Context: an optimization exercise on an open-source flow, tuned for a short achievable clock period and few clock cycles. The choices shown serve that exercise and are no tape-out recipe.
Function was not checked in any run shown here: the RTL went through the layout flow alone.
Power and IR drop assume default switching activity.

`flow/flow/run.sh`:
```
#!/bin/bash
# Standard ORFS layout (the standard.sh), with timing repair aimed well
# below the 15 ns clock: repair_timing keeps working until the setup slack
# reaches SETUP_SLACK_MARGIN (10.6 ns below the 15 ns clock).
export SETUP_SLACK_MARGIN=10.6
bash standard.sh > standard.log 2>&1
```
`flow/standard.sh`:
```
#!/bin/bash
# synth_recipe.tcl (not shown) runs the flow's synth.tcl, then flattens the netlist and writes it again
# the make line also repeats each setting of config.mk as NAME=value (left out here)
make -C /OpenROAD-flow-scripts/flow DESIGN_CONFIG=/design/flow/config.mk WORK_HOME=/design/flow/orfs CLKGATE_MAP_FILE= SYNTH_SCRIPT=/design/flow/synth_recipe.tcl "${@:-finish}"
```
`flow/config.mk`:
```
export PLATFORM = sky130hd
export DESIGN_NAME = Mips
export DESIGN_NICKNAME = Mips
export VERILOG_FILES = /design/flow/design.v
export SDC_FILE = /design/flow/constraint.sdc
export NUM_CORES = 8
export LEC_CHECK = 0
export CAP_MARGIN = 20
export CORE_MARGIN = 2
export CORE_UTILIZATION = 40
export SLEW_MARGIN = 40
```
`flow/constraint.sdc`:
```
create_clock -name core_clock -period 15.0 [get_ports {clk}]
set_input_delay 3.0000 -clock core_clock [delete_from_list [all_inputs] [get_ports {clk}]]
set_output_delay 3.0000 -clock core_clock [all_outputs]
set_load 0.01 [all_outputs]
```
`flow/design.v`:
```
module Mips(
	input clk,
	input rst,
	output[31:0] imem_addr,
	input[31:0] imem_data,
	output[17:0] SRAM_ADDR,
	output[15:0] SRAM_WDATA,
	input[15:0] SRAM_RDATA,
	output SRAM_WE_N
);
localparam CIB = 4;               
localparam NCS = 1 << CIB;        
localparam CTB = 16 - CIB;        
localparam SBB = 2;               
localparam SBD = 1 << SBB;        
localparam [1:0] S_IDLE = 2'd0, S_ISSHI = 2'd1, S_CAPLO = 2'd2, S_CAPHI = 2'd3;
reg [31:0] pcf;
reg [31:0] ia_q;          
reg [15:0] btb_v;
reg [25:0] btb_tag [0:15];
reg [29:0] btb_tgt [0:15];
reg [2:0]  btb_ctr [0:15];
reg [7:0]  btb_dif [0:15];
reg [15:0] btb_xn;
reg        v2;
reg [31:0] pc2, seq2;
reg [21:0] seq2_p1, seq2_m1;    
reg        bh2, pt2;
reg [2:0]  bc2;
reg        vS;
reg [31:0] irS, pcS, seqS;
reg [9:0]  pdS;
reg [31:0] opA_S, opB_S;
reg        srcF_S;         
reg        bWA_S, bWB_S, bW2A_S, bW2B_S;
reg        bhS, ptS;
reg [2:0]  bcS;
reg        vD;
reg [31:0] irD, pcD, seqD;
reg [9:0]  pdD;
reg        bhD, ptD;
reg [2:0]  bcD;
reg [31:0] opA_D, opB_D;
reg        srcF_D;         
reg [31:0] opA_F, opB_F;   
reg        bWA_D, bWB_D;   
reg        bW2A_D, bW2B_D;  
reg        eA_r, eB_r;     
reg [31:0] rf [1:31];
reg [31:1] rfv;           
reg        vE;
reg [31:0] A_E, B_E, T_E;
reg [4:0]  rsE, rtE;
reg        uA_E, uB_E, uT_E;
reg [15:0] wE;
reg        cvE, heldMiss, specE;
reg [CTB-1:0] ctgE;
reg [31:0] cdE;
reg [4:0]  destE;
reg        weE, ldE, stE, bezE, bneE, jmpE, subE;
reg        cAdd_E, cAnd_E, cOr_E, cNor_E, cXor_E, cSll_E, cSra_E, cSrl_E;
reg        guessE, nzE;
reg [31:0] tgtE, seqE, pcE;
reg        bhE;
reg [2:0]  bcE;
reg [1:0]  mst;
reg        lbV, lbWe, lbFill, lbRdy;
reg [4:0]  lbDest;
reg [15:0] lbW;
reg [15:0] lo_cap;
reg [31:0] dataL;
localparam PFK = 15;
reg        pfV;
reg [3:0]  pfCnt;
reg [15:0] pfW, pfFA;
reg        pf_s1, pf_s2, pf_s3, pfDataV, pfCancel;
reg [15:0] pf_lo;
reg [31:0] pfData;
reg        bu_v, bu_w;
reg [3:0]  bu_i;
reg [25:0] bu_tag;
reg [29:0] bu_tgt;
reg [2:0]  bu_ctr;
reg [7:0]  bu_dif;
reg        bu_tk, bu_hit, bu_bne;
reg        weW, fillW;
reg [31:0] dataW, dataW2;
reg [4:0]  destW;
reg [15:0] waW;
reg [NCS-1:0]     cval;
reg [NCS*CTB-1:0] ctagF;
reg [NCS*32-1:0]  cdatF;
reg [15:0] sb_a [0:SBD-1];
reg [31:0] sb_d [0:SBD-1];
reg [SBB-1:0] sb_h, sb_t;
reg [SBB:0]   sb_n;
reg        sb_ph;
reg [17:0] sa;
reg [15:0] sw;
reg        swe_n;
assign imem_addr = ia_q;
assign SRAM_ADDR = sa;
assign SRAM_WDATA = sw;
assign SRAM_WE_N = swe_n;
wire [3:0]  fi = pcf[5:2];
wire        bhit = btb_v[fi] && (btb_tag[fi] == pcf[31:6]);
wire [2:0]  bctr = btb_ctr[fi];
wire        bpt = bhit && bctr[2] && !btb_xn[fi];
wire [31:0] pcf4 = pcf + 32'd4;
wire [31:0] npc = bpt ? {btb_tgt[fi], 2'b00} : pcf4;
function [9:0] predec(input [31:0] w);
	reg [5:0] op;
	begin
		op = w[31:26];
		predec[0] = (op == 6'd1) || (op == 6'd3) || (op == 6'd5) || (op == 6'd6) || (op == 6'd7) ||
		            (op == 6'd8) || (op == 6'd9) || (op == 6'd10) || (op == 6'd11) || (op == 6'd12);
		predec[1] = (op == 6'd32);
		predec[2] = (op == 6'd33);
		predec[3] = (op == 6'd36);
		predec[4] = (op == 6'd37);
		predec[5] = (op == 6'd40);
		predec[6] = (op == 6'd41);
		predec[7] = (op == 6'd42);
		predec[8] = (w[15:0] != 16'd0);
		predec[9] = (w[25:21] == w[20:16]);
	end
endfunction
wire [9:0] pdN = predec(imem_data);
wire [4:0] rsN = imem_data[25:21];
wire [4:0] rtN = imem_data[20:16];
wire [4:0] rsS = irS[25:21];
wire [4:0] rtS = irS[20:16];
wire [31:0] rfA_S = bWA_S ? dataW : bW2A_S ? dataW2 : srcF_S ? opA_F : opA_S;
wire [31:0] rfB_S = bWB_S ? dataW : bW2B_S ? dataW2 : srcF_S ? opB_F : opB_S;
wire [31:0] rdA_N = (rsN != 5'd0 && rfv[rsN]) ? rf[rsN] : 32'd0;
wire [31:0] rdB_N = (rtN != 5'd0 && rfv[rtN]) ? rf[rtN] : 32'd0;
wire bW2A_N = weW && destW == rsN && rsN != 5'd0;
wire bW2B_N = weW && destW == rtN && rtN != 5'd0;
wire [5:0] opF = imem_data[31:26];
wire isBezF = (opF == 6'd40);
wire isBneF = (opF == 6'd41);
wire stTakenF = imem_data[15] || (isBezF && rsN == 5'd0) || (isBneF && rsN != rtN);
wire shortF = (imem_data[15:7] == 9'h000) || (imem_data[15:7] == 9'h1FF);
wire rdF_fire = v2 && !pt2 && shortF && ((opF == 6'd42) ||
                ((isBezF || isBneF) && stTakenF && !bh2 && imem_data[15:0] != 16'd0));
wire [8:0]  tgtF_lo = {1'b0, seq2[9:2]} + {1'b0, imem_data[7:0]};
wire [21:0] upF = seq2[31:10];
wire [21:0] upF_p1 = seq2_p1;
wire [21:0] upF_m1 = seq2_m1;
wire [21:0] tgtF_hi = (tgtF_lo[8] && !imem_data[15]) ? upF_p1 :
                      (!tgtF_lo[8] && imem_data[15]) ? upF_m1 : upF;
wire [31:0] tgtF = {tgtF_hi, tgtF_lo[7:0], 2'b00};
wire ptF = pt2 || rdF_fire;
wire [5:0] opD = irD[31:26];
wire [4:0] rsD = irD[25:21];
wire [4:0] rtD = irD[20:16];
wire [4:0] rdD = irD[15:11];
wire [31:0] sxD = {{16{irD[15]}}, irD[15:0]};
wire isRD    = pdD[0];
wire isAddiD = pdD[1];
wire isSubiD = pdD[2];
wire isLdD   = pdD[3];
wire isStD   = pdD[4];
wire isBezD  = pdD[5];
wire isBneD  = pdD[6];
wire isJmpD  = pdD[7];
wire nzD     = pdD[8];      
wire sameD   = pdD[9];      
wire useA_D = isRD | isAddiD | isSubiD | isBezD | isBneD;    
wire useB_D = isRD | isBneD;                                 
wire [4:0] destD = isRD ? rdD : rtD;
wire weD = (isRD | isAddiD | isSubiD | isLdD) && (destD != 5'd0);
wire [31:0] tgtD = seqD + {sxD[29:0], 2'b00};
wire [31:0] rfA = bWA_D ? dataW : bW2A_D ? dataW2 : srcF_D ? opA_F : opA_D;
wire [31:0] rfB = bWB_D ? dataW : bW2B_D ? dataW2 : srcF_D ? opB_F : opB_D;
wire [17:0] ofsD = sxD[17:0] - 18'd1024;
wire [17:0] eaD = rfA[17:0] + ofsD;
wire [15:0] wD = eaD[17:2];
wire [CIB-1:0] ciD = wD[CIB-1:0];
wire hazD = (isLdD || isStD) &&
            ((vE && weE && rsD == destE) || (lbV && lbWe && rsD == lbDest));
wire [31:0] Af = A_E;
wire [31:0] Bf = B_E;
wire [31:0] Tf = T_E;
wire [31:0] sumE = Af + (subE ? ~Bf : Bf) + {31'd0, subE};
wire big = |Bf[31:5];
wire [4:0] sh = Bf[4:0];
wire [31:0] sllE = big ? 32'd0 : (Af << sh);
wire [31:0] srE = $signed({cSra_E & Af[31], Af}) >>> (big ? 6'd32 : {1'b0, sh});
wire [31:0] aluE = ({32{cAdd_E}} & sumE) |
                   ({32{cAnd_E}} & (Af & Bf)) |
                   ({32{cOr_E}}  & (Af | Bf)) |
                   ({32{cNor_E}} & ~(Af | Bf)) |
                   ({32{cXor_E}} & (Af ^ Bf)) |
                   ({32{cSll_E}} & sllE) |
                   ({32{cSra_E | cSrl_E}} & srE);
wire sboard = vE && lbV && lbWe &&
              ((uA_E && rsE == lbDest) || ((uB_E || uT_E) && rtE == lbDest));
wire takenE = jmpE | (bezE & (Af == 32'd0)) | (bneE & (Af != Bf));
wire mispE = vE && (bezE || bneE) && nzE && !sboard && (takenE != guessE);
wire [31:0] redirE = takenE ? tgtE : seqE;
wire ldEv = vE && ldE;
wire stEv = vE && stE;
wire [CIB-1:0] ciE = wE[CIB-1:0];
wire [CTB-1:0] ctE = wE[15:CIB];
wire chit = cvE && !heldMiss && (ctgE == ctE);
wire sb_full = (sb_n == SBD);
wire sb_empty = (sb_n == 0);
reg sbmatch;
integer k;
always @(*) begin
	sbmatch = 1'b0;
	for (k = 0; k < SBD; k = k + 1)
		if (((k - sb_h) & (SBD - 1)) < sb_n && sb_a[k] == wE) sbmatch = 1'b1;
end
wire ldMiss = ldEv && !chit;
wire ldAlloc = ldMiss && !sbmatch && (!lbV || lbRdy || mst == S_CAPHI);
wire st_wr = stEv && !sb_full && !sboard;
wire stallE = (ldMiss && !ldAlloc) || (stEv && sb_full) || sboard;
wire advE = !stallE;
wire e2w = vE && advE && weE && !ldMiss;
wire capNow = (mst == S_CAPHI);
wire lbToW = lbV && (lbRdy || capNow) && !e2w;
wire wn_we = e2w || (lbToW && lbWe);
wire [4:0] wn_dest = e2w ? destE : lbDest;
wire [31:0] resE = ldE ? cdE : aluE;
wire [31:0] lbData = lbRdy ? dataL : {SRAM_RDATA, lo_cap};
wire [31:0] wn_data = e2w ? resE : lbData;
wire lbToW_a = lbV && (lbRdy || capNow) && !(vE && weE && !ldMiss);
wire fA_E = eA_r && !ldMiss;
wire fB_E = eB_r && !ldMiss;
wire fA_L = lbToW_a && lbWe && lbDest == rsD;
wire fB_L = lbToW_a && lbWe && lbDest == rtD;
wire cbyS = st_wr && ciE == ciD;
wire fill_we = fillW || pfDataV;
wire [15:0] fill_a = fillW ? waW : pfFA;
wire [31:0] fill_d = fillW ? dataW : pfData;
wire cbyF = fill_we && fill_a[CIB-1:0] == ciD;
wire [CIB-1:0] pI = rfA[CIB+1:2] ^ sxD[CIB+1:2];
wire [CIB-1:0] gI = rfA[CIB+1:2] & sxD[CIB+1:2];
wire c2I = (rfA[1] & sxD[1]) | ((rfA[1] ^ sxD[1]) & rfA[0] & sxD[0]);
reg [NCS-1:0] selD;
reg [CIB-1:0] jv, cyI;
reg           crvR;
reg [CTB-1:0] crtR;
reg [31:0]    crdR;
integer j;
always @(*) begin
	crvR = 1'b0;
	crtR = {CTB{1'b0}};
	crdR = 32'd0;
	for (j = 0; j < NCS; j = j + 1) begin
		jv = j;
		cyI = gI | (pI & ~jv);
		selD[j] = ((pI ^ jv) == {cyI[CIB-2:0], c2I});
		crvR = crvR | (selD[j] & cval[j]);
		crtR = crtR | ({CTB{selD[j]}} & ctagF[j*CTB +: CTB]);
		crdR = crdR | ({32{selD[j]}} & cdatF[j*32 +: 32]);
	end
end
wire          crvD = cbyS | cbyF | crvR;
wire [CTB-1:0] crtD = cbyS ? ctE : cbyF ? fill_a[15:CIB] : crtR;
wire [31:0]   crdD = cbyS ? Tf : cbyF ? fill_d : crdR;
wire p_hi = (mst == S_ISSHI);
wire p_new = ldAlloc;
wire spec_go;
wire sb_go = !(p_hi || p_new || spec_go) && !sb_empty;
wire sb_deq = sb_go && sb_ph;
wire pf_free = !(p_hi || p_new || spec_go || sb_go);
reg pfSbMatch;
always @(*) begin
	pfSbMatch = 1'b0;
	for (k = 0; k < SBD; k = k + 1)
		if (((k - sb_h) & (SBD - 1)) < sb_n && sb_a[k] == pfW) pfSbMatch = 1'b1;
end
wire pf_idle = !pf_s1 && !pf_s2 && !pf_s3 && !pfDataV;
wire pf_try = pfV && pfCnt != 4'd0 && pf_idle;
wire pf_lo_go = pf_try && !pfSbMatch && pf_free;
wire pf_skip = pf_try && pfSbMatch;
wire pf_hi_go = pf_s1 && pf_free;
wire pf_kill = st_wr && wE == pfFA;      
wire sb_enq = st_wr;
reg [1:0] mst_n;
always @(*) begin
	mst_n = mst;
	case (mst)
		S_ISSHI: mst_n = S_CAPLO;
		S_CAPLO: mst_n = S_CAPHI;
		default: mst_n = S_IDLE;
	endcase
	if (ldAlloc) mst_n = specE ? S_CAPLO : S_ISSHI;
end
wire accD = !vD || (advE && !hazD);
wire fetch_ok = !rst && (accD || (!vS && !v2));
wire goD = vD && advE && !hazD && !mispE;    
wire brD = (isBezD || isBneD) && nzD;
wire bneSame = isBneD && sameD;                       
wire eA = eA_r;                  
wire eB = eB_r && isBneD;        
wire useE = (eA || eB) && !bneSame;
wire lbHazB = lbV && lbWe && (rsD == lbDest || (isBneD && rtD == lbDest));
wire eAdd = cAdd_E;
wire eLog = cAnd_E | cOr_E | cNor_E | cXor_E;
wire eLd = ldE && chit;
wire [31:0] xD = eA ? rfB : rfA;    
function sumEq(input [31:0] a, input [31:0] b, input cin, input [31:0] x);
	reg [31:0] p, cy;
	begin
		p = a ^ b;
		cy = (a & b) | (p & ~x);
		sumEq = ((p ^ x) == {cy[30:0], cin});
	end
endfunction
wire [31:0] andE = Af & Bf;
wire [31:0] orE = Af | Bf;
wire [31:0] xorE = Af ^ Bf;
wire eqAddX = sumEq(Af, Bf, 1'b0, xD);
wire eqSubX = sumEq(Af, ~Bf, 1'b1, xD);
wire eqAdd0 = sumEq(Af, Bf, 1'b0, 32'd0);
wire eqSub0 = sumEq(Af, ~Bf, 1'b1, 32'd0);
wire eqLogX = cAnd_E ? (andE == xD) : cOr_E ? (orE == xD) : cNor_E ? (orE == ~xD) : (xorE == xD);
wire eqLog0 = cAnd_E ? (andE == 32'd0) : cOr_E ? (orE == 32'd0) : cNor_E ? (&orE) : (xorE == 32'd0);
wire eqE_x = eAdd ? (subE ? eqSubX : eqAddX) : eLog ? eqLogX : (cdE == xD);
wire eqE_0 = eAdd ? (subE ? eqSub0 : eqAdd0) : eLog ? eqLog0 : (cdE == 32'd0);
wire eqE = isBezD ? eqE_0 : eqE_x;
wire eqR = isBezD ? (rfA == 32'd0) : (rfA == rfB);
wire eqD = bneSame | (useE ? eqE : eqR);
wire takenD = isBezD ? eqD : !eqD;
wire resD = brD && goD && !lbHazB && (!useE || eAdd || eLog || eLd);
wire rdD_fire = vD && isJmpD && !ptD;
wire mispD = resD && (takenD != ptD);
assign spec_go = vD && isLdD && !hazD && advE && !p_hi && !p_new;
wire [31:0] pcf_n = mispD ? (ptD ? seqD : tgtD) :
                    mispE ? redirE : rdD_fire ? tgtD : rdF_fire ? tgtF : fetch_ok ? npc : pcf;
integer i;
always @(posedge clk)
	ia_q <= pcf_n;
wire [4:0] rsNew = vS ? rsS : rsN;
wire [4:0] rtNew = vS ? rtS : rtN;
always @(posedge clk) begin
	if (advE) begin
		eA_r <= goD && weD && destD == rsNew;
		eB_r <= goD && weD && destD == rtNew;
	end else if (accD) begin
		eA_r <= vE && weE && destE == rsNew;
		eB_r <= vE && weE && destE == rtNew;
	end
end
always @(posedge clk or posedge rst) begin
	if (rst) begin
		pcf <= 32'd0;
		v2 <= 1'b0;
		vS <= 1'b0;
		vD <= 1'b0;
		ptD <= 1'b0;
	end else begin
		pcf <= pcf_n;
		v2 <= !mispE && !mispD && !rdD_fire && !rdF_fire && fetch_ok;
		if (mispE || mispD || rdD_fire)
			vS <= 1'b0;
		else if (accD)
			vS <= vS & v2;
		else if (v2)
			vS <= 1'b1;
		if (mispE)
			vD <= 1'b0;
		else if (accD) begin
			if (mispD || rdD_fire)
				vD <= 1'b0;
			else if (vS) begin
				vD <= 1'b1;
				ptD <= ptS;
			end else begin
				vD <= v2;
				ptD <= ptF;
			end
		end else if (rdD_fire)
			ptD <= 1'b1;
	end
end
always @(posedge clk) begin
	if (fetch_ok) begin
		pc2 <= pcf;
		seq2 <= pcf4;
		seq2_p1 <= pcf4[31:10] + 22'd1;
		seq2_m1 <= pcf4[31:10] - 22'd1;
		bh2 <= bhit;
		bc2 <= bctr;
		pt2 <= bpt;
	end
	opA_F <= rdA_N;
	opB_F <= rdB_N;
	opA_S <= rfA_S;
	opB_S <= rfB_S;
	if ((accD && vS) || (!accD && v2)) begin
		irS <= imem_data; pdS <= pdN; pcS <= pc2; seqS <= seq2; bhS <= bh2; bcS <= bc2; ptS <= ptF;
		srcF_S <= 1'b1;
		bWA_S <= wn_we && wn_dest == rsN;
		bWB_S <= wn_we && wn_dest == rtN;
		bW2A_S <= bW2A_N;
		bW2B_S <= bW2B_N;
	end else begin
		srcF_S <= 1'b0;
		bWA_S <= wn_we && wn_dest == rsS;
		bWB_S <= wn_we && wn_dest == rtS;
		bW2A_S <= 1'b0;
		bW2B_S <= 1'b0;
	end
	if (accD && vS) begin
		opA_D <= rfA_S;
		opB_D <= rfB_S;
		srcF_D <= 1'b0;
		bWA_D <= wn_we && wn_dest == rsS;
		bWB_D <= wn_we && wn_dest == rtS;
		bW2A_D <= 1'b0;
		bW2B_D <= 1'b0;
	end else if (accD) begin
		srcF_D <= 1'b1;
		bWA_D <= wn_we && wn_dest == rsN;
		bWB_D <= wn_we && wn_dest == rtN;
		bW2A_D <= bW2A_N;
		bW2B_D <= bW2B_N;
	end else begin
		opA_D <= rfA;
		opB_D <= rfB;
		srcF_D <= 1'b0;
		bWA_D <= wn_we && wn_dest == rsD;
		bWB_D <= wn_we && wn_dest == rtD;
		bW2A_D <= 1'b0;
		bW2B_D <= 1'b0;
	end
	if (accD) begin
		if (vS) begin
			irD <= irS; pdD <= pdS; pcD <= pcS; seqD <= seqS; bhD <= bhS; bcD <= bcS;
		end else begin
			irD <= imem_data; pdD <= pdN; pcD <= pc2; seqD <= seq2; bhD <= bh2; bcD <= bc2;
		end
	end
end
always @(posedge clk or posedge rst) begin
	if (rst)
		btb_v <= 16'd0;
	else if (bu_v && bu_w)
		btb_v[bu_i] <= 1'b1;
end
wire [7:0] bu_dif0 = btb_dif[bu_i];
wire [7:0] bu_next = {bu_dif[6:0], 1'b0} - bu_dif0;    
always @(posedge clk or posedge rst) begin
	if (rst)
		btb_xn <= 16'd0;
	else if (bu_v && bu_w)
		btb_xn[bu_i] <= bu_tk && bu_hit && bu_bne && bu_next == 8'd0 && bu_dif != bu_dif0;
end
always @(posedge clk) begin
	if (bu_v && bu_w) begin
		btb_tag[bu_i] <= bu_tag;
		btb_tgt[bu_i] <= bu_tgt;
		btb_ctr[bu_i] <= bu_ctr;
		btb_dif[bu_i] <= bu_dif;
	end
end
always @(posedge clk or posedge rst) begin
	if (rst)
		bu_v <= 1'b0;
	else
		bu_v <= vE && (bezE || bneE || jmpE) && advE;
end
always @(posedge clk) begin
	bu_i <= pcE[5:2];
	bu_tag <= pcE[31:6];
	bu_tgt <= tgtE[31:2];
	bu_w <= bhE || takenE;
	bu_dif <= Af[7:0] - Bf[7:0];
	bu_tk <= takenE;
	bu_hit <= bhE;
	bu_bne <= bneE;
	bu_ctr <= !bhE ? 3'd6 :
	          takenE ? ((bcE == 3'd7) ? 3'd7 : bcE + 3'd1) :
	                   ((bcE == 3'd0) ? 3'd0 : bcE - 3'd1);
end
always @(posedge clk or posedge rst) begin
	if (rst)
		rfv <= 31'd0;
	else if (weW)
		rfv[destW] <= 1'b1;
end
always @(posedge clk) begin
	if (weW)
		rf[destW] <= dataW;
end
always @(posedge clk or posedge rst) begin
	if (rst)
		vE <= 1'b0;
	else if (advE)
		vE <= goD;
end
always @(posedge clk) begin
	if (advE) begin
		A_E <= fA_E ? resE : fA_L ? lbData : rfA;
		B_E <= !useB_D ? sxD : fB_E ? resE : fB_L ? lbData : rfB;
		T_E <= fB_E ? resE : fB_L ? lbData : rfB;
		rsE <= rsD;
		rtE <= rtD;
		uA_E <= useA_D;
		uB_E <= useB_D;
		uT_E <= isStD;
		wE <= wD;
		specE <= spec_go;
		heldMiss <= 1'b0;
		destE <= destD;
		weE <= weD;
		ldE <= isLdD;
		stE <= isStD;
		bezE <= isBezD;
		bneE <= isBneD;
		jmpE <= isJmpD;
		subE <= (opD == 6'd3) || isSubiD;
		cAdd_E <= (opD == 6'd1) || (opD == 6'd3) || isAddiD || isSubiD;
		cAnd_E <= (opD == 6'd5);
		cOr_E <= (opD == 6'd6);
		cNor_E <= (opD == 6'd7);
		cXor_E <= (opD == 6'd8);
		cSll_E <= (opD == 6'd9) || (opD == 6'd10);
		cSra_E <= (opD == 6'd11);
		cSrl_E <= (opD == 6'd12);
		guessE <= resD ? takenD : ptD;
		nzE <= nzD;
		tgtE <= tgtD;
		seqE <= seqD;
		pcE <= pcD;
		bhE <= bhD;
		bcE <= bcD;
	end else begin
		if (wn_we && wn_dest == rsE) A_E <= wn_data;
		if (uB_E && wn_we && wn_dest == rtE) B_E <= wn_data;
		if (wn_we && wn_dest == rtE) T_E <= wn_data;
		specE <= 1'b0;
		heldMiss <= ldMiss;
		if (mispE) guessE <= takenE;
	end
	cvE <= crvD;
	ctgE <= crtD;
	cdE <= crdD;
end
always @(posedge clk or posedge rst) begin
	if (rst) begin
		mst <= S_IDLE;
		lbV <= 1'b0;
		lbRdy <= 1'b0;
	end else begin
		mst <= mst_n;
		if (ldAlloc) begin
			lbV <= 1'b1;
			lbRdy <= 1'b0;
		end else if (lbToW) begin
			lbV <= 1'b0;
			lbRdy <= 1'b0;
		end else if (capNow)
			lbRdy <= 1'b1;
	end
end
always @(posedge clk) begin
	if (mst == S_CAPLO) lo_cap <= SRAM_RDATA;
	if (capNow) dataL <= {SRAM_RDATA, lo_cap};
	if (ldAlloc) begin
		lbDest <= destE;
		lbWe <= weE;
		lbW <= wE;
		lbFill <= 1'b1;
	end else begin
		if (e2w && destE == lbDest) lbWe <= 1'b0;
		if (st_wr && ciE == lbW[CIB-1:0]) lbFill <= 1'b0;
	end
end
always @(posedge clk or posedge rst) begin
	if (rst) begin
		weW <= 1'b0;
		fillW <= 1'b0;
	end else begin
		weW <= wn_we;
		fillW <= lbToW && lbFill && !(st_wr && ciE == lbW[CIB-1:0]);
	end
end
always @(posedge clk) begin
	dataW <= wn_data;
	destW <= wn_dest;
	dataW2 <= dataW;
	waW <= lbW;
end
always @(posedge clk or posedge rst) begin
	if (rst) begin
		pfV <= 1'b0;
		pf_s1 <= 1'b0;
		pf_s2 <= 1'b0;
		pf_s3 <= 1'b0;
		pfDataV <= 1'b0;
	end else begin
		if (ldAlloc) pfV <= 1'b1;
		pf_s1 <= pf_lo_go;
		pf_s2 <= pf_hi_go;
		pf_s3 <= pf_s2;
		if (pf_s3)
			pfDataV <= !pfCancel && !pf_kill;
		else if (!fillW || pf_kill)
			pfDataV <= 1'b0;
	end
end
always @(posedge clk) begin
	if (ldAlloc) begin
		pfW <= wE + 16'd1;
		pfCnt <= PFK;
	end else if (pf_hi_go || pf_skip) begin
		pfW <= pfW + 16'd1;
		pfCnt <= pfCnt - 4'd1;
	end
	if (pf_lo_go) begin
		pfFA <= pfW;
		pfCancel <= st_wr && wE == pfW;
	end else if (pf_kill)
		pfCancel <= 1'b1;
	if (pf_s2) pf_lo <= SRAM_RDATA;
	if (pf_s3) pfData <= {SRAM_RDATA, pf_lo};
end
always @(posedge clk or posedge rst) begin
	if (rst)
		cval <= {NCS{1'b0}};
	else begin
		if (fill_we) cval[fill_a[CIB-1:0]] <= 1'b1;
		if (sb_enq) cval[ciE] <= 1'b1;
	end
end
always @(posedge clk) begin
	for (j = 0; j < NCS; j = j + 1) begin
		if (sb_enq && ciE == j) begin
			ctagF[j*CTB +: CTB] <= ctE;
			cdatF[j*32 +: 32] <= Tf;
		end else if (fill_we && fill_a[CIB-1:0] == j) begin
			ctagF[j*CTB +: CTB] <= fill_a[15:CIB];
			cdatF[j*32 +: 32] <= fill_d;
		end
	end
end
always @(posedge clk or posedge rst) begin
	if (rst) begin
		sb_h <= {SBB{1'b0}};
		sb_t <= {SBB{1'b0}};
		sb_n <= {(SBB+1){1'b0}};
		sb_ph <= 1'b0;
	end else begin
		if (sb_enq) sb_t <= sb_t + 1'b1;
		if (sb_deq) sb_h <= sb_h + 1'b1;
		sb_n <= sb_n + {{SBB{1'b0}}, sb_enq} - {{SBB{1'b0}}, sb_deq};
		if (sb_go) sb_ph <= ~sb_ph;
	end
end
always @(posedge clk) begin
	swe_n <= rst || !sb_go;
	sa <= p_hi ? {1'b0, lbW, 1'b1} :
	      p_new ? {1'b0, wE, specE} :
	      spec_go ? {1'b0, wD, 1'b0} :
	      sb_go ? {1'b0, sb_a[sb_h], sb_ph} :
	      pf_lo_go ? {1'b0, pfW, 1'b0} : {1'b0, pfFA, 1'b1};
end
always @(posedge clk) begin
	if (sb_enq) begin
		sb_a[sb_t] <= wE;
		sb_d[sb_t] <= Tf;
	end
	sw <= sb_ph ? sb_d[sb_h][31:16] : sb_d[sb_h][15:0];    
end
endmodule
```
==> flow_summary.yaml, run 1 <==
floorplan:
  die_w_um: 721
  std_cell_rows: 263
  start_util: 0.401
  boundaryPins: 117
  core_area_mm2: 0.512
  dieHeight_um: 721
  die_area_mm2: 0.519
logic_synthesis:
  synth_most_common_cell: "edfxtp_1"
  synth_area_leaders: "edfxtp_1 (55%), mux4_2 (10%), dfxtp_1 (4.1%)"
  synth_seq_area_share: 0.605
  ys_warn_count: 1
  synth_edf_count: 3746
  ys.flop_type: "edfxtp_1"
  synth_common_cells: "edfxtp_1 (3746), nor2_1 (1449), a21oi_1 (1204), mux4_2 (912), clkbuf_1 (820)"
  yosys.area.top_type_share: 0.548
  avgSynthCellArea_um2: 13.8
  syn_area_mm2: 0.205
  syn_inst: 14931
  syn-num-nets: 15298
  synth_cell_types: 112
  yosys.area.top_type: "edfxtp_1"
  synthArstFlopShare: 0.0316
  ys_seq_elements: 4298
placed_design:
  port_buffers: 115
  place_hpwl_um: 489000
  dpl_worst_slack_ns: 7.82
  gp_congestion: 1.02
critical_path:
  cp.required_ns: 15.89
  reg2reg_depth: 20
  crit_path_top_delay_cell: "fa_2"
  startpoint_type: "register"
  crit_chain: "buf_16, buf_12, mux2i_2, and2_1, nor3_1, buf_4, fa_2, xor2_2, nand4_1, nor4_2, nand4_1, o2bb2ai_2, or4b_4, nand3b_1, a311oi_4, a2111oi_4, buf_4, a21oi_2, nor2_1, a311oi_2"
  cp_data_arrival_time_ns: 6.28
  r2r-start: "srcF_D$_SDFF_PP0_"
  worstPathMaxFanout: 8
  rrSetupSlack_ns: 9.61
  path_class: "register to register"
  endpoint_kind: "register"
  regToRegEndpoint: "ia_q[27]$_DFF_P_"
  slowest_delay_ns: 0.63
final_layout:
  seqCellArea_mm2: 0.124
  nFillCells: 43849
  layout-drive-gt1-share: 0.254
  fin_nets: 15818
  area_delta_synth_final_pct: 19.5
  multi_input_area_mm2: 0.0814
grt:
  grt_pass1_wl_um: 1100000
  grt_max_degree: 100
  antenna_found_initial: 67
  grt-ovfl-total: 0
  first_global_vias: 136429
  grtUsageTotal: 0.300
run_status:
  outcome: "no timing/DRC/antenna violations"
route:
  wl_per_cell_um: 36.0
  num_vias: 145517
  wirelength_um: 815000
  via_per_inst: 6.42
  ant_nets: 0
  drtIter0Drc: 23090
  drc: 0
  first_pass_iters: 10
clock_network:
  ctsHoldBuffers: 0
  clock_sinks: 4298
  insertion_delay_ns: 1.08
  htree_levels: 5
  cts_buffers: 448
  path_clk_slew_ns: 0.06
  cts_tree: "built"
  clock_path_buffers: 4
  cts_root_buffer: "clkbuf_16"
power_and_ir_drop:
  peakVddDrop_mv: 0.123
  pwr-share-clk: 0.317
  sw_frac_of_total: 0.325
  p_per_area_mw_per_mm2: 148
  p_seq_frac: 0.440
  pwr-share-comb: 0.243
  cellInternalPower_w: 0.0245
  power.switching_w: 0.0118
  p_leak_nw: 85.7
worst_hold_path:
  hold_end: "bu_tag[6]$_DFF_P_"
  hp-class: "register to register"
  min_from: "pcE[12]$_DFFE_PN_"
  whs_path_depth: 0
sta:
  fin_crit_ns: 5.39
  post-route-period-util: 0.360
  fin_ws_ns: 9.61
  fin_worst_skew_ns: 0.121
  rsz0062_at_grt: "yes"
  max_slew_margin: 0.258
  setup_tns_ns: 0
  hold_viol: 0
  slew_violations: 0
  hold_ws_ns: 0.339
  timing.fmax_mhz: 185
  worst_pin_slew_ns: 1.11
  setup_violations: 0
job:
  maxCapViolations: 0
## cell families after synthesis
logic type / synth area share
and+or+nand+nor: 0.0736
DFF: 0.605
buffers and inverters: 0.0279
muxes: 0.145
xor gates and xnor gates: 0.0327
other: 0.0000183
adders and majority gates: 0.0219
AOI/OAI and AO/OA: 0.0939
## worst max path at each step
| stage | start | to | slack [ns] | depth (start not counted) |
|---|---|---|---|---|
| after floorplan | sb_h[0]$_DFFE_PP0P_ | bcS[0]$_DFFE_PP_ | 8.21 | 19 |
| after global routing | eA_r$_DFFE_PP_ | pcf[21]$_DFF_PP0_ | 9.60 | 22 |
| final | srcF_D$_SDFF_PP0_ | ia_q[27]$_DFF_P_ | 9.61 | 20 |
| after detailed placement | imem_data[16] | pcf[30]$_DFF_PP0_ | 7.82 | 14 |
| after CTS | B_E[27]$_DFFE_PP_ | pcf[26]$_DFF_PP0_ | 9.74 | 18 |
| after global placement | imem_data[16] | opB_F[20]$_SDFF_PN0_ | 7.33 | 8 |
## through the flow
step / util / std cells / power (W) / cell area, um^2
finish: 0.479 / 22651 / 0.0363 / 245000
global route: 0.479 / 22611 / 0.0372 / 245000
CTS: 0.469 / 22410 / 0.0357 / 241000
detailed placement: 0.423 / 21187 / 0.0236 / 217000
global placement: 0.422 / 21168 / 0.0235 / 216000
floorplan: - / 14931 / 0.0199 / 207000
## state kept, by name (all words and copies together), names as in the netlist, 48 cells and up
signal / cells
ctagF: 192
btb_dif: 128
btb_ctr: 48
cdatF: 512
sb_d: 128
btb_tag: 416
sb_a: 64
rf: 992
btb_tgt: 480
## power groups by stage
stage / combinational [W] / clock (W) / sequential (W)
5_1_grt: 0.00914 / 0.0120 / 0.0160
4_1_cts: 0.00823 / 0.0116 / 0.0159
6_report: 0.00881 / 0.0115 / 0.0160
3_5_place_dp: 0.00742 / 0 / 0.0162
2_1_floorplan: 0.00444 / 0 / 0.0155
3_3_place_gp: 0.00738 / 0 / 0.0162
## worst max-delay path, delay by kind of cell (launching register included)
| kind | cells | cell delay, ns |
|---|---|---|
| fa+ha+maj | 1 | 0.63 |
| mux | 1 | 0.49 |
| flops | 1 | 0.45 |
| simple gates | 8 | 1.44 |
| buf+inv | 4 | 0.64 |
| compound gates | 5 | 1.23 |
| xor+xnor | 1 | 0.30 |
## layout make-up
type	instances	share of cell area
antenna	41	0.000418
clock buffer	659	0.0519
clock inverter	193	0.00995
inverter	324	0.00586
multi-input combinational	9173	0.332
sequential	4298	0.507
tap	6757	0.0345
timing repair buffer	1202	0.0584
timing repair inverter	4	0.000178
## layout by cell type, fill, tap and decap left out, drive strengths merged, types with 70 or more instances in the layout
cell,synthesis,routed
dfrtp,136,136
clkinv,5,142
a21oi,1206,1206
nor2,1451,1451
a211oi,91,91
o21ai,377,377
mux2,230,230
fa,70,70
xnor2,374,374
ha,247,247
xor2,388,388
a22o,86,86
nand3,183,183
buf,320,1089
inv,319,294
nor4,181,181
nand2b,93,93
mux4,912,912
dfxtp,416,416
nand4,197,197
a221oi,162,162
edfxtp,3746,3746
o22ai,139,139
mux2i,668,669
a22oi,270,270
nor3,168,168
clkbuf,820,695
nor2b,98,98
nand2,624,624
## metal layers
layer	up-vias	wire length (um)	track usage
met3	2224	97500	0.0802
met4	42	48000	0.141
met5	-	570	0.00398
li1	58989	-	-
met2	9929	359000	0.454
met1	74333	310000	0.404
## what timing repair did
action                                  4_1_cts  5_1_grt
pin swaps                                   136      168
gates resized for setup                    1216      575
endpoints found under the setup margin     1918      811
gates cloned                                 83       33
setup buffers                               288      153
==> run 2: changes to the inputs <==
--- a/flow/design.v
+++ b/flow/design.v
@@ -303,25 +303,18 @@
 wire eLog = cAnd_E | cOr_E | cNor_E | cXor_E;
 wire eLd = ldE && chit;
 wire [31:0] xD = eA ? rfB : rfA;    
-function sumEq(input [31:0] a, input [31:0] b, input cin, input [31:0] x);
-	reg [31:0] p, cy;
-	begin
-		p = a ^ b;
-		cy = (a & b) | (p & ~x);
-		sumEq = ((p ^ x) == {cy[30:0], cin});
-	end
-endfunction
-wire [31:0] andE = Af & Bf;
-wire [31:0] orE = Af | Bf;
-wire [31:0] xorE = Af ^ Bf;
-wire eqAddX = sumEq(Af, Bf, 1'b0, xD);
-wire eqSubX = sumEq(Af, ~Bf, 1'b1, xD);
-wire eqAdd0 = sumEq(Af, Bf, 1'b0, 32'd0);
-wire eqSub0 = sumEq(Af, ~Bf, 1'b1, 32'd0);
-wire eqLogX = cAnd_E ? (andE == xD) : cOr_E ? (orE == xD) : cNor_E ? (orE == ~xD) : (xorE == xD);
-wire eqLog0 = cAnd_E ? (andE == 32'd0) : cOr_E ? (orE == 32'd0) : cNor_E ? (&orE) : (xorE == 32'd0);
-wire eqE_x = eAdd ? (subE ? eqSubX : eqAddX) : eLog ? eqLogX : (cdE == xD);
-wire eqE_0 = eAdd ? (subE ? eqSub0 : eqAdd0) : eLog ? eqLog0 : (cdE == 32'd0);
+wire [31:0] bxE = subE ? ~Bf : Bf;
+wire [31:0] ppE = Af ^ bxE;
+wire [31:0] ggE = Af & bxE;
+wire [31:0] cyE = ggE | (ppE & ~xD);
+wire eqAdd = ((ppE ^ xD) == {cyE[30:0], subE});
+wire [31:0] logE = ({32{cAnd_E}} & (Af & Bf)) | ({32{cOr_E}} & (Af | Bf)) |
+                   ({32{cNor_E}} & ~(Af | Bf)) | ({32{cXor_E}} & (Af ^ Bf));
+wire eqLog = (logE == xD);
+wire eqLd = (cdE == xD);
+wire eqE_x = eAdd ? eqAdd : eLog ? eqLog : eqLd;
+wire eqAdd0 = (ppE == {ggE[30:0], subE});
+wire eqE_0 = eAdd ? eqAdd0 : eLog ? (logE == 32'd0) : (cdE == 32'd0);
 wire eqE = isBezD ? eqE_0 : eqE_x;
 wire eqR = isBezD ? (rfA == 32'd0) : (rfA == rfB);
 wire eqD = bneSame | (useE ? eqE : eqR);
==> flow_summary.yaml, run 2 <==
route:
  wl_per_cell_um: 35.7
  ant_nets: 0
  wirelength_um: 797000
  via_per_inst: 6.37
  drtIter0Drc: 21615
  num_vias: 142147
  first_pass_iters: 6
  drc: 0
power_and_ir_drop:
  p_leak_nw: 85.4
  total_power_w: 0.0499
  p_per_area_mw_per_mm2: 206
  peakVddDrop_mv: 0.130
worst_hold_path:
  hp-class: "register to register"
final_layout:
  final_common_cell: "edfxtp_1"
  fin_area_mm2: 0.243
  top_regs: "rf (992), cdatF (512), btb_tgt (480)"
  area_delta_synth_final_pct: 19.7
  fin_util: 0.480
  layout-drive-gt1-share: 0.249
  final_cell_mix: "edfxtp_1 (3746), nor2_1 (1326), a21oi_1 (1133)"
  fin_nets: 15509
  largest_reg_flops: 992
  regMostFlops: "rf"
logic_synthesis:
  ys_seq_elements: 4298
  synth_seq_area_share: 0.613
  avgSynthCellArea_um2: 13.9
  syn_inst: 14632
  synth_common_cells: "edfxtp_1 (3746), nor2_1 (1412), a21oi_1 (1180), mux4_2 (850), clkbuf_1 (805)"
  syn-num-nets: 14967
  synthArstFlopShare: 0.0316
  yosys.area.top_type: "edfxtp_1"
  synth_area_leaders: "edfxtp_1 (55%), mux4_2 (9.4%), dfxtp_1 (4.1%)"
  ys.flop_type: "edfxtp_1"
  synth_cell_types: 99
  syn_area_mm2: 0.203
  yosys.area.top_type_share: 0.555
  synth_most_common_cell: "edfxtp_1"
  ys_warn_count: 1
  synth_edf_count: 3746
critical_path:
  cp_data_arrival_time_ns: 5.91
  crit_end: "ia_q[26]$_DFF_P_"
  setup.worst_path.start: "imem_data[21]"
  cp.required_ns: 15.92
  endpoint_kind: "register"
  regToRegEndpoint: "pcf[30]$_DFF_PP0_"
  r2r-start: "A_E[27]$_DFFE_PP_"
  reg2reg_depth: 14
  startpoint_type: "input port"
  worstPathMaxFanout: 6
  rrSetupSlack_ns: 10.25
  path_class: "input port to register"
sta:
  slew_violations: 0
  hold_viol: 0
  rsz0062_at_grt: "yes"
  worst_pin_slew_ns: 1.04
  setup_tns_ns: 0
  fin_ws_ns: 10.01
  fin_crit_ns: 4.99
  max_slew_margin: 0.303
  timing.fmax_mhz: 200
  fin_worst_skew_ns: 0.124
  setup_violations: 0
  post-route-period-util: 0.333
floorplan:
  std_cell_rows: 261
  boundaryPins: 117
  die_w_um: 716
  start_util: 0.401
  core_area_mm2: 0.505
  die_area_mm2: 0.513
  dieHeight_um: 716
placed_design:
  place_hpwl_um: 478000
  port_buffers: 115
  postPlaceCellArea_mm2: 0.214
  gp_congestion: 1.03
  dpl_worst_slack_ns: 7.52
clock_network:
  path_clk_slew_ns: 0.06
  insertion_delay_ns: 1.07
  htree_levels: 5
  clock_sinks: 4298
  cts_tree: "built"
  cts_buffers: 446
  clock_path_buffers: 4
  cts_root_buffer: "clkbuf_16"
grt:
  first_global_vias: 132810
  grt_max_degree: 90
  grt-ovfl-total: 0
  grt_pass1_wl_um: 1080000
  antenna_found_initial: 48
  grtUsageTotal: 0.298
run_status:
  outcome: "no timing/DRC/antenna violations"
job:
  maxCapViolations: 0
[run 2: cell type report]
type | instances | area (um^2)
fill | 42984 | 263000
sequential | 4298 | 124000
multi-input combinational | 8875 | 78300
timing repair buffer | 1199 | 14400
clock buffer | 583 | 12100
tap | 6706 | 8390
clock inverter | 262 | 3240
inverter | 352 | 1490
antenna | 34 | 85.1
timing repair inverter | 2 | 16.3
[run 2: critical path: stages]
cell and delay (ns):
buf_16 0.13, clkinv_8 0.05, ha_4 0.11, nor3b_4 0.18
nor2b_4 0.23, nand2_2 0.09, a311oi_4 0.60, buf_4 0.25
o221ai_4 0.11, buf_12 0.16, buf_12 0.13, buf_12 0.12
nand2_8 0.09, buf_4 0.12, buf_6 0.10, buf_6 0.10
o22ai_2 0.07, mux2i_1 0.24
[run 2: metrics by stage]
| stage | hold slack, ns | cells |
|---|---|---|
| floorplan | 0.323 | 14632 |
| global placement | 0.325 | 20809 |
| global route | 0.339 | 22285 |
| CTS | 0.342 | 22007 |
| detailed placement | 0.327 | 20852 |
| finish | 0.326 | 22311 |
[run 2: how the worst min path moves through the flow]
stage / startpoint / end / slack, ns / cells after the start
after global routing: pcE[12]$_DFFE_PN_ / bu_tag[6]$_DFF_P_ / 0.34 / 0
after detailed placement: pcE[17]$_DFFE_PN_ / bu_tag[11]$_DFF_P_ / 0.33 / 0
final: pcE[12]$_DFFE_PN_ / bu_tag[6]$_DFF_P_ / 0.33 / 0
after CTS: pcE[7]$_DFFE_PN_ / bu_tag[1]$_DFF_P_ / 0.34 / 0
after floorplan: pcE[2]$_DFFE_PN_ / bu_i[0]$_DFF_P_ / 0.32 / 0
after global placement: pcE[2]$_DFFE_PN_ / bu_i[0]$_DFF_P_ / 0.32 / 0
[run 2: kinds of logic (layout without fill, tap and decap cells)]
family / Yosys count / in the layout / share of synthesized area
multiplexers: 1922 / 1922 / 0.149
AND/OR/NAND/NOR: 3043 / 3052 / 0.0681
buffers and inverters: 1469 / 2398 / 0.0287
flip-flops: 4298 / 4298 / 0.613
other: 1 / 35 / 0.0000185
adder cells (fa/ha/maj): 285 / 285 / 0.0201
XOR/XNOR: 643 / 643 / 0.0278
AO/OA/AOI/OAI: 2971 / 2972 / 0.0937
[run 2: layer usage]
metal	global-route usage	up-vias	wire (um)
li1	-	57821	-
met5	0	-	138
met4	0.150	22	51100
met1	0.403	72332	303000
met2	0.448	9846	350000
met3	0.0707	2126	93500
[run 2: where the power goes]
part	internal [W]	switching (W)
logic	0.00749	0.0128
clock network	0.00678	0.00493
registers	0.0157	0.00216
total	0.0300	0.0199
[run 2: what timing repair did]
action,CTS,global route
setup endpoints to repair,1447,897
endpoints found under the hold margin,0,0
pin swaps,132,162
cloned,66,41
hold buffers,0,0
gates resized for setup,1274,433
buffers inserted,244,216
==> run 3: changes to the inputs <==
--- a/flow/design.v
+++ b/flow/design.v
@@ -44,6 +44,8 @@
 reg        srcF_D;         
 reg [31:0] opA_F, opB_F;   
 reg        bWA_D, bWB_D;   
+reg        mrd;            
+reg [31:0] mrdTgt;
 reg        bW2A_D, bW2B_D;  
 reg        eA_r, eB_r;     
 reg [31:0] rf [1:31];
@@ -223,14 +225,7 @@
 wire lbToW = lbV && (lbRdy || capNow) && !e2w;
 wire wn_we = e2w || (lbToW && lbWe);
 wire [4:0] wn_dest = e2w ? destE : lbDest;
-wire [31:0] resE = ldE ? cdE : aluE;
-wire [31:0] lbData = lbRdy ? dataL : {SRAM_RDATA, lo_cap};
-wire [31:0] wn_data = e2w ? resE : lbData;
-wire lbToW_a = lbV && (lbRdy || capNow) && !(vE && weE && !ldMiss);
-wire fA_E = eA_r && !ldMiss;
-wire fB_E = eB_r && !ldMiss;
-wire fA_L = lbToW_a && lbWe && lbDest == rsD;
-wire fB_L = lbToW_a && lbWe && lbDest == rtD;
+wire [31:0] wn_data = e2w ? (ldE ? cdE : aluE) : lbRdy ? dataL : {SRAM_RDATA, lo_cap};
 wire cbyS = st_wr && ciE == ciD;
 wire fill_we = fillW || pfDataV;
 wire [15:0] fill_a = fillW ? waW : pfFA;
@@ -292,7 +287,7 @@
 end
 wire accD = !vD || (advE && !hazD);
 wire fetch_ok = !rst && (accD || (!vS && !v2));
-wire goD = vD && advE && !hazD && !mispE;    
+wire goD = vD && advE && !hazD && !mispE && !mrd;    
 wire brD = (isBezD || isBneD) && nzD;
 wire bneSame = isBneD && sameD;                       
 wire eA = eA_r;                  
@@ -313,18 +308,19 @@
 wire eqLog = (logE == xD);
 wire eqLd = (cdE == xD);
 wire eqE_x = eAdd ? eqAdd : eLog ? eqLog : eqLd;
-wire eqAdd0 = (ppE == {ggE[30:0], subE});
+wire [31:0] cyE0 = ggE | ppE;
+wire eqAdd0 = (ppE == {cyE0[30:0], subE});
 wire eqE_0 = eAdd ? eqAdd0 : eLog ? (logE == 32'd0) : (cdE == 32'd0);
 wire eqE = isBezD ? eqE_0 : eqE_x;
 wire eqR = isBezD ? (rfA == 32'd0) : (rfA == rfB);
 wire eqD = bneSame | (useE ? eqE : eqR);
 wire takenD = isBezD ? eqD : !eqD;
 wire resD = brD && goD && !lbHazB && (!useE || eAdd || eLog || eLd);
-wire rdD_fire = vD && isJmpD && !ptD;
+wire rdD_fire = vD && isJmpD && !ptD && !mrd;
 wire mispD = resD && (takenD != ptD);
-assign spec_go = vD && isLdD && !hazD && advE && !p_hi && !p_new;
-wire [31:0] pcf_n = mispD ? (ptD ? seqD : tgtD) :
-                    mispE ? redirE : rdD_fire ? tgtD : rdF_fire ? tgtF : fetch_ok ? npc : pcf;
+assign spec_go = vD && isLdD && !hazD && advE && !mrd && !p_hi && !p_new;
+wire [31:0] pcf_n = mispE ? redirE : mrd ? mrdTgt :
+                    rdD_fire ? tgtD : rdF_fire ? tgtF : fetch_ok ? npc : pcf;
 integer i;
 always @(posedge clk)
 	ia_q <= pcf_n;
@@ -342,23 +338,25 @@
 always @(posedge clk or posedge rst) begin
 	if (rst) begin
 		pcf <= 32'd0;
+		mrd <= 1'b0;
 		v2 <= 1'b0;
 		vS <= 1'b0;
 		vD <= 1'b0;
 		ptD <= 1'b0;
 	end else begin
 		pcf <= pcf_n;
-		v2 <= !mispE && !mispD && !rdD_fire && !rdF_fire && fetch_ok;
-		if (mispE || mispD || rdD_fire)
+		mrd <= mispD;
+		v2 <= !mispE && !mrd && !rdD_fire && !rdF_fire && fetch_ok;
+		if (mispE || mrd || rdD_fire)
 			vS <= 1'b0;
 		else if (accD)
 			vS <= vS & v2;
 		else if (v2)
 			vS <= 1'b1;
-		if (mispE)
+		if (mispE || mrd)
 			vD <= 1'b0;
 		else if (accD) begin
-			if (mispD || rdD_fire)
+			if (rdD_fire)
 				vD <= 1'b0;
 			else if (vS) begin
 				vD <= 1'b1;
@@ -372,6 +370,7 @@
 	end
 end
 always @(posedge clk) begin
+	mrdTgt <= ptD ? seqD : tgtD;
 	if (fetch_ok) begin
 		pc2 <= pcf;
 		seq2 <= pcf4;
@@ -489,9 +488,9 @@
 end
 always @(posedge clk) begin
 	if (advE) begin
-		A_E <= fA_E ? resE : fA_L ? lbData : rfA;
-		B_E <= !useB_D ? sxD : fB_E ? resE : fB_L ? lbData : rfB;
-		T_E <= fB_E ? resE : fB_L ? lbData : rfB;
+		A_E <= (wn_we && wn_dest == rsD) ? wn_data : rfA;
+		B_E <= !useB_D ? sxD : (wn_we && wn_dest == rtD) ? wn_data : rfB;
+		T_E <= (wn_we && wn_dest == rtD) ? wn_data : rfB;
 		rsE <= rsD;
 		rtE <= rtD;
 		uA_E <= useA_D;
==> flow_summary.yaml, run 3 <==
sta:
  slew_violations: 0
  worst_pin_slew_ns: 1.04
  fin_worst_skew_ns: 0.0837
  setup_violations: 0
  post-route-period-util: 0.316
  fin_crit_ns: 4.73
  rsz0062_at_grt: "yes"
  setup_tns_ns: 0
  max_slew_margin: 0.301
  timing.fmax_mhz: 211
  hold_viol: 0
clock_network:
  htree_levels: 5
  clock_path_buffers: 4
  cts_tree: "built"
  clock_sinks: 4331
  cts_root_buffer: "clkbuf_16"
  path_clk_slew_ns: 0.07
  cts_buffers: 447
  insertion_delay_ns: 1.05
  ctsHoldBuffers: 0
worst_hold_path:
  hp-class: "register to register"
run_status:
  outcome: "no timing/DRC/antenna violations"
power_and_ir_drop:
  p_leak_nw: 82.5
  peakVddDrop_mv: 0.114
  p_per_area_mw_per_mm2: 149
  total_power_w: 0.0350
logic_synthesis:
  avgSynthCellArea_um2: 14.2
  synth-compound-area-share: 0.0858
  syn_inst: 14102
  yosys.area.top_type_share: 0.563
  synth_area_leaders: "edfxtp_1 (56%), mux4_2 (10%), dfxtp_1 (4.5%)"
  synth_edf_count: 3746
  ys.flop_type: "edfxtp_1"
  synth_most_common_cell: "edfxtp_1"
  yosys.area.top_type: "edfxtp_1"
  synthAdderAreaFrac: 0.0195
  syn_area_mm2: 0.200
  synth_top_family_by_area: "multiplexers"
  synthMuxAreaShare: 0.148
  synth_common_cells: "edfxtp_1 (3746), nor2_1 (1329), a21oi_1 (1151), mux4_2 (892), clkbuf_1 (760)"
  synthSimpleGateAreaFrac: 0.0649
  synth_cell_types: 97
  synth-xor-area-share: 0.0300
  synthArstFlopShare: 0.0316
  ys_seq_elements: 4331
  ys_warn_count: 1
  synth_seq_area_share: 0.625
  syn-num-nets: 14439
critical_path:
  cp.required_ns: 15.95
  cp_data_arrival_time_ns: 5.68
  startpoint_type: "input port"
  worstPathMaxFanout: 6
  path_class: "input port to register"
  endpoint_kind: "register"
grt:
  grt-ovfl-total: 0
  first_global_vias: 126163
  grtUsageTotal: 0.273
  grt_pass1_wl_um: 987000
  antenna_found_initial: 51
  grt_max_degree: 129
route:
  wl_per_cell_um: 33.3
  drtIter0Drc: 19579
  num_vias: 134069
  drc: 0
  first_pass_iters: 8
  ant_nets: 0
  wirelength_um: 718000
  via_per_inst: 6.22
placed_design:
  place_hpwl_um: 429000
  gp_congestion: 0.997
  port_buffers: 115
final_layout:
  final_cell_mix: "edfxtp_1 (3746), nor2_1 (1264), a21oi_1 (1115)"
  layout-drive-gt1-share: 0.234
  fin_nets: 14823
  final_common_cell: "edfxtp_1"
  largest_reg_flops: 992
  regMostFlops: "rf"
  area_delta_synth_final_pct: 17.9
  top_regs: "rf (992), cdatF (512), btb_tgt (480)"
floorplan:
  boundaryPins: 117
  die_w_um: 711
  dieHeight_um: 711
  core_area_mm2: 0.497
  start_util: 0.402
  die_area_mm2: 0.505
  std_cell_rows: 259
job:
  maxCapViolations: 0
==> run 3: cell types whose count changed in the layout (fill, tap and decap cells not counted), sizes merged, moves of 80 or more <==
cell,previous run,this run
nor2,1412,1332
a22oi,237,114
nand2,580,742
mux2i,796,703
buf,1093,876
==> run 3: layout make-up <==
| cell class | instances | area [um^2] |
|---|---|---|
| Fill cell | 42663 | 262000 |
| Sequential cell | 4331 | 125000 |
| Multi-Input combinational cell | 8430 | 73900 |
| Clock buffer | 602 | 12700 |
| Timing Repair Buffer | 957 | 11500 |
| Tap cell | 6655 | 8330 |
| Clock inverter | 244 | 2640 |
| Inverter | 315 | 1290 |
| Timing Repair inverter | 4 | 31.3 |
| Antenna cell | 5 | 12.5 |
==> run 3: kinds of logic (layout without fill, tap and decap cells) <==
logic type,count (synthesis),count (layout)
adder cells (fa/ha/maj),288,288
AO/OA/AOI/OAI,2712,2713
AND/OR/NAND/NOR,2932,2937
flip-flops,4331,4331
other,1,6
buffers and inverters,1347,2122
XOR/XNOR,681,681
multiplexers,1810,1810
==> run 3: power breakdown <==
group	total (W)	switching (W)	internal (W)
combinational	0.00787	0.00492	0.00295
sequential	0.0155	0.00102	0.0145
clock	0.0117	0.00492	0.00673
total	0.0350	0.0109	0.0242
==> run 3: stage by stage <==
step / utilization / instance area (um^2) / std cells / setup WS (ns) / hold WS (ns)
after floorplan: - / 201000 / 14102 / 8.43 / 0.323
after global placement: 0.422 / 210000 / 20303 / 8.02 / 0.324
after detailed placement: 0.424 / 211000 / 20332 / 8.20 / 0.327
after CTS: 0.466 / 232000 / 21392 / 10.35 / 0.342
after global routing: 0.473 / 235000 / 21539 / 10.20 / 0.349
final: 0.473 / 235000 / 21543 / 10.27 / 0.333
==> run 3: path summary, 6_finish.rpt <==
| path | startpoint | endpoint | slack (ns) | depth (start not counted) |
|---|---|---|---|---|
| worst max-delay path | imem_data[15] | pcf[8]$_DFF_PP0_ | 10.27 | 13 |
| worst min-delay path | lbW[8]$_DFFE_PP_ | waW[8]$_DFF_P_ | 0.33 | 0 |
| worst max register to register | pcf[2]$_DFF_PP0_ | pcf[30]$_DFF_PP0_ | 10.44 | 14 |
| worst min register to register | lbW[8]$_DFFE_PP_ | waW[8]$_DFF_P_ | 0.33 | 0 |
| max in group asynchronous | rst | vS$_DFFE_PP0P_ | 10.89 | 6 |
| min in group asynchronous | rst | pcf[1]$_DFF_PP0_ | 2.93 | 5 |
==> run 3: critical path, cell delays in order <==
cell and delay, ns:
buf_12 0.10, buf_12 0.12, nor4_4 0.63, nand4_1 0.25, and3b_2 0.30, o221ai_4 0.21, buf_6 0.17, buf_12 0.12
buf_16 0.16, nor3b_2 0.06, a21oi_1 0.14, o311ai_1 0.14, a22oi_1 0.28
==> run 3: routing by layer <==
metal | track usage | part of all wire
met5 | 0 | 0.00018
met4 | 0.107 | 0.048
met3 | 0.0542 | 0.11
met2 | 0.417 | 0.45
met1 | 0.385 | 0.40
==> run 3: what timing repair did <==
| action | CTS | global route |
|---|---|---|
| pin swaps | 116 | 114 |
| cloned | 53 | 28 |
| setup buffers | 161 | 108 |
| resized for setup | 1085 | 383 |
| setup endpoints to repair | 1438 | 1126 |
==> run 4: changes to the inputs <==
--- a/flow/design.v
+++ b/flow/design.v
@@ -143,8 +143,9 @@
 wire isBneF = (opF == 6'd41);
 wire stTakenF = imem_data[15] || (isBezF && rsN == 5'd0) || (isBneF && rsN != rtN);
 wire shortF = (imem_data[15:7] == 9'h000) || (imem_data[15:7] == 9'h1FF);
+wire nzShortF = (|imem_data[7:0]) || imem_data[15];
 wire rdF_fire = v2 && !pt2 && shortF && ((opF == 6'd42) ||
-                ((isBezF || isBneF) && stTakenF && !bh2 && imem_data[15:0] != 16'd0));
+                ((isBezF || isBneF) && stTakenF && !bh2 && nzShortF));
 wire [8:0]  tgtF_lo = {1'b0, seq2[9:2]} + {1'b0, imem_data[7:0]};
 wire [21:0] upF = seq2[31:10];
 wire [21:0] upF_p1 = seq2_p1;
@@ -319,8 +320,9 @@
 wire rdD_fire = vD && isJmpD && !ptD && !mrd;
 wire mispD = resD && (takenD != ptD);
 assign spec_go = vD && isLdD && !hazD && advE && !mrd && !p_hi && !p_new;
-wire [31:0] pcf_n = mispE ? redirE : mrd ? mrdTgt :
-                    rdD_fire ? tgtD : rdF_fire ? tgtF : fetch_ok ? npc : pcf;
+wire rdF_eff = rdF_fire && !mispE && !mrd && !rdD_fire;
+wire [31:0] pcf_n = rdF_eff ? tgtF :
+                    mispE ? redirE : mrd ? mrdTgt : rdD_fire ? tgtD : fetch_ok ? npc : pcf;
 integer i;
 always @(posedge clk)
 	ia_q <= pcf_n;
==> flow_summary.yaml, run 4 <==
grt:
  met2_usage: 0.447
  grt_max_degree: 98
  grtUsageTotal: 0.281
  globalRouteMet3Util: 0.0617
  grt-ovfl-total: 0
  grt.busiest_layer: "met2"
  grt_pass1_wl_um: 1020000
  grt.met1_usage: 0.369
  antenna_found_initial: 43
  first_global_vias: 130209
critical_path:
  path_class: "input port to register"
  cp.required_ns: 15.92
  startpoint_type: "input port"
  crit_chain: "buf_8, ha_4, inv_2, fa_2, nor2b_2, o21ai_2, a21boi_2, o21ai_2, a21o_4, buf_12, and2_4, a211oi_2, o32ai_2, a221o_1, o32a_1"
  crit_path_top_delay_cell: "o32a_1"
  worstPathMaxFanout: 4
  crit_top_cell: "o21ai_2"
  cp_data_arrival_time_ns: 5.55
  endpoint_kind: "register"
  slowest_delay_ns: 0.37
power_and_ir_drop:
  peakVddDrop_mv: 0.144
  p_per_area_mw_per_mm2: 150
  total_power_w: 0.0357
  p_leak_nw: 83.5
final_layout:
  nFillCells: 43133
  largest_reg_flops: 992
  area_delta_synth_final_pct: 17.5
  regMostFlops: "rf"
  top_regs: "rf (992), cdatF (512), btb_tgt (480)"
  layout-drive-gt1-share: 0.232
  final_cell_mix: "edfxtp_1 (3746), nor2_1 (1212), a21oi_1 (1069)"
  fin_nets: 15127
  final_common_cell: "edfxtp_1"
route:
  drc: 0
  wirelength_um: 748000
  drtIter0Drc: 18686
  num_vias: 136329
  ant_nets: 0
  wl_per_cell_um: 34.1
  first_pass_iters: 10
  via_per_inst: 6.22
logic_synthesis:
  synthSimpleGateAreaFrac: 0.0687
  synthMuxAreaShare: 0.149
  ys_seq_elements: 4331
  synth_seq_area_share: 0.619
  ys.flop_type: "edfxtp_1"
  synth-compound-area-share: 0.0871
  ys_warn_count: 1
  syn_area_mm2: 0.202
  synth_cell_types: 106
  synth_edf_count: 3746
  synthArstFlopShare: 0.0316
  synthAdderAreaFrac: 0.0192
  synth_area_leaders: "edfxtp_1 (56%), mux4_2 (9.3%), dfxtp_1 (4.4%)"
  syn-num-nets: 14754
  avgSynthCellArea_um2: 14.0
  yosys.area.top_type: "edfxtp_1"
  synth-xor-area-share: 0.0287
  synth_common_cells: "edfxtp_1 (3746), nor2_1 (1266), a21oi_1 (1112), mux4_2 (835), mux2i_1 (752)"
  synth_most_common_cell: "edfxtp_1"
  synth_top_family_by_area: "multiplexers"
  syn_inst: 14418
  yosys.area.top_type_share: 0.557
floorplan:
  boundaryPins: 117
  std_cell_rows: 260
  dieHeight_um: 714
  core_area_mm2: 0.502
  die_area_mm2: 0.510
  start_util: 0.402
  die_w_um: 714
worst_hold_path:
  hp-class: "register to register"
placed_design:
  place_hpwl_um: 448000
  gp_congestion: 0.995
  port_buffers: 115
  dpl_worst_slack_ns: 7.68
sta:
  rsz0062_at_grt: "yes"
  fin_ws_ns: 10.37
  setup_violations: 0
  slew_violations: 0
  timing.fmax_mhz: 216
  post-route-period-util: 0.309
  hold_viol: 0
  max_slew_margin: 0.331
  fin_worst_skew_ns: 0.119
  worst_pin_slew_ns: 0.997
  setup_tns_ns: 0
  fin_crit_ns: 4.63
  hold_ws_ns: 0.288
run_status:
  outcome: "no timing/DRC/antenna violations"
clock_network:
  htree_levels: 5
  insertion_delay_ns: 1.08
  clock_path_buffers: 4
  cts_buffers: 456
  ctsHoldBuffers: 0
  cts_tree: "built"
  cts_root_buffer: "clkbuf_16"
  path_clk_slew_ns: 0.06
  clock_sinks: 4331
job:
  maxCapViolations: 0
run 4: cell count changes after synthesis, sizes merged, moves of 73 or more:
cell and delta:
a221oi -138, a22o -152, a22oi +317, buf +85, mux2 +100, xor2 -73
run 4: cells by family (layout without fill, tap and decap cells):
kind of cell    Yosys count  in the layout
buf+inv                1416           2190
mux                    1914           1914
flops                  4331           4331
fa+ha+maj               286            286
other cells               1             35
compound gates         2772           2775
simple gates           3036           3041
xor+xnor                662            662
run 4: through the flow:
stage                     std cells  area (um^2)  utilization
after global routing          21895       237000        0.473
after CTS                     21734       234000        0.466
after global placement        20626       212000        0.423
after floorplan               14418       203000            -
after detailed placement      20656       213000        0.424
final                         21915       237000        0.473
run 4: worst max-delay path: cells and delay by family:
| kind | cells | cell delay, ns |
|---|---|---|
| adder cells (fa/ha/maj) | 2 | 0.48 |
| AND/OR/NAND/NOR | 2 | 0.28 |
| buffers and inverters | 3 | 0.25 |
| AO/OA/AOI/OAI | 8 | 1.53 |
run 4: report_power, final:
part | total, W | internal, W | switching (W)
Clock | 0.0116 | 0.00667 | 0.00496
Sequential | 0.0158 | 0.0146 | 0.00116
Combinational | 0.00823 | 0.00321 | 0.00502
run 4: layout make-up:
type,instances,area [um^2],area share
Sequential cell,4331,125000,0.527
Clock buffer,641,12800,0.0539
Timing Repair inverter,2,17.5,0.0000738
Clock inverter,226,2540,0.0107
Multi-Input combinational cell,8679,75000,0.316
Tap cell,6681,8360,0.0352
Antenna cell,34,85.1,0.000359
Timing Repair Buffer,988,12000,0.0504
Inverter,333,1390,0.00585
run 4: path summary, 6_finish.rpt:
path	from	cells after the start	endpoint	slack, ns
max in group asynchronous	rst	5	rfv[25]$_DFFE_PP0P_	10.67
worst max-delay path	imem_data[0]	15	pcf[30]$_DFF_PP0_	10.37
worst min register to register	pcE[8]$_DFFE_PN_	0	bu_tag[2]$_DFF_P_	0.29
worst min-delay path	pcE[8]$_DFFE_PN_	0	bu_tag[2]$_DFF_P_	0.29
min in group asynchronous	rst	2	pcf[24]$_DFF_PP0_	2.66
worst max register to register	irD[0]$_DFFE_PN_	15	pcf[30]$_DFF_PP0_	10.39
run 4: repair_timing:
| action | CTS | global route |
|---|---|---|
| gates cloned | 54 | 30 |
| gates resized for setup | 1063 | 334 |
| pin swaps | 91 | 70 |
| endpoints found under the setup margin | 2009 | 1471 |
| setup buffers | 157 | 110 |
run 4: routing by layer:
metal	part of all wire	wire length, um
met1	0.38	284000
met2	0.46	344000
met4	0.056	41600
met3	0.10	77900
met5	0.00070	525

-- afterwards: timing with drivers on the ports --
How much do the figures lean on ideal ports? The routed layouts below were timed once more, with nothing changed but the port constraints.
Step 1 sets driving cells, clkbuf_16 on the clock port and buf_2 on the other inputs (assumed; they add their load-dependent delay and slew).
Step 2 moves the port delays by t, midway between the first and last clock arrival at a register: inputs arrive t later, outputs are due t later. That takes back most of the time a late clock gives input paths.
Slacks: no drivers / after step 1 / after step 2; pairs: no drivers / after step 1.
| run | shift t [ns] | slack for setup (ns) | worst hold slack (ns) | clock arrival spread, ns | worst register clock-pin slew, ns |
|---|---|---|---|---|---|
| run 1 | 1.136 | 9.606 / 9.606 / 8.702 | 0.339 / 0.339 / 0.339 | 0.130 / 0.130 | 0.07 / 0.07 |
| run 2 | 1.131 | 10.008 / 9.948 / 8.818 | 0.326 / 0.326 / 0.326 | 0.124 / 0.123 | 0.07 / 0.07 |
| run 3 | 1.129 | 10.267 / 10.298 / 9.212 | 0.333 / 0.333 / 0.333 | 0.086 / 0.086 | 0.07 / 0.07 |
| run 4 | 1.145 | 10.369 / 10.301 / 9.213 | 0.288 / 0.288 / 0.288 | 0.129 / 0.129 | 0.08 / 0.08 |
After both steps every run listed still meets setup and hold. For run 2, which loses most, drivers alone change the setup slack by -0.060 ns; drivers and shift together by -1.190 ns.
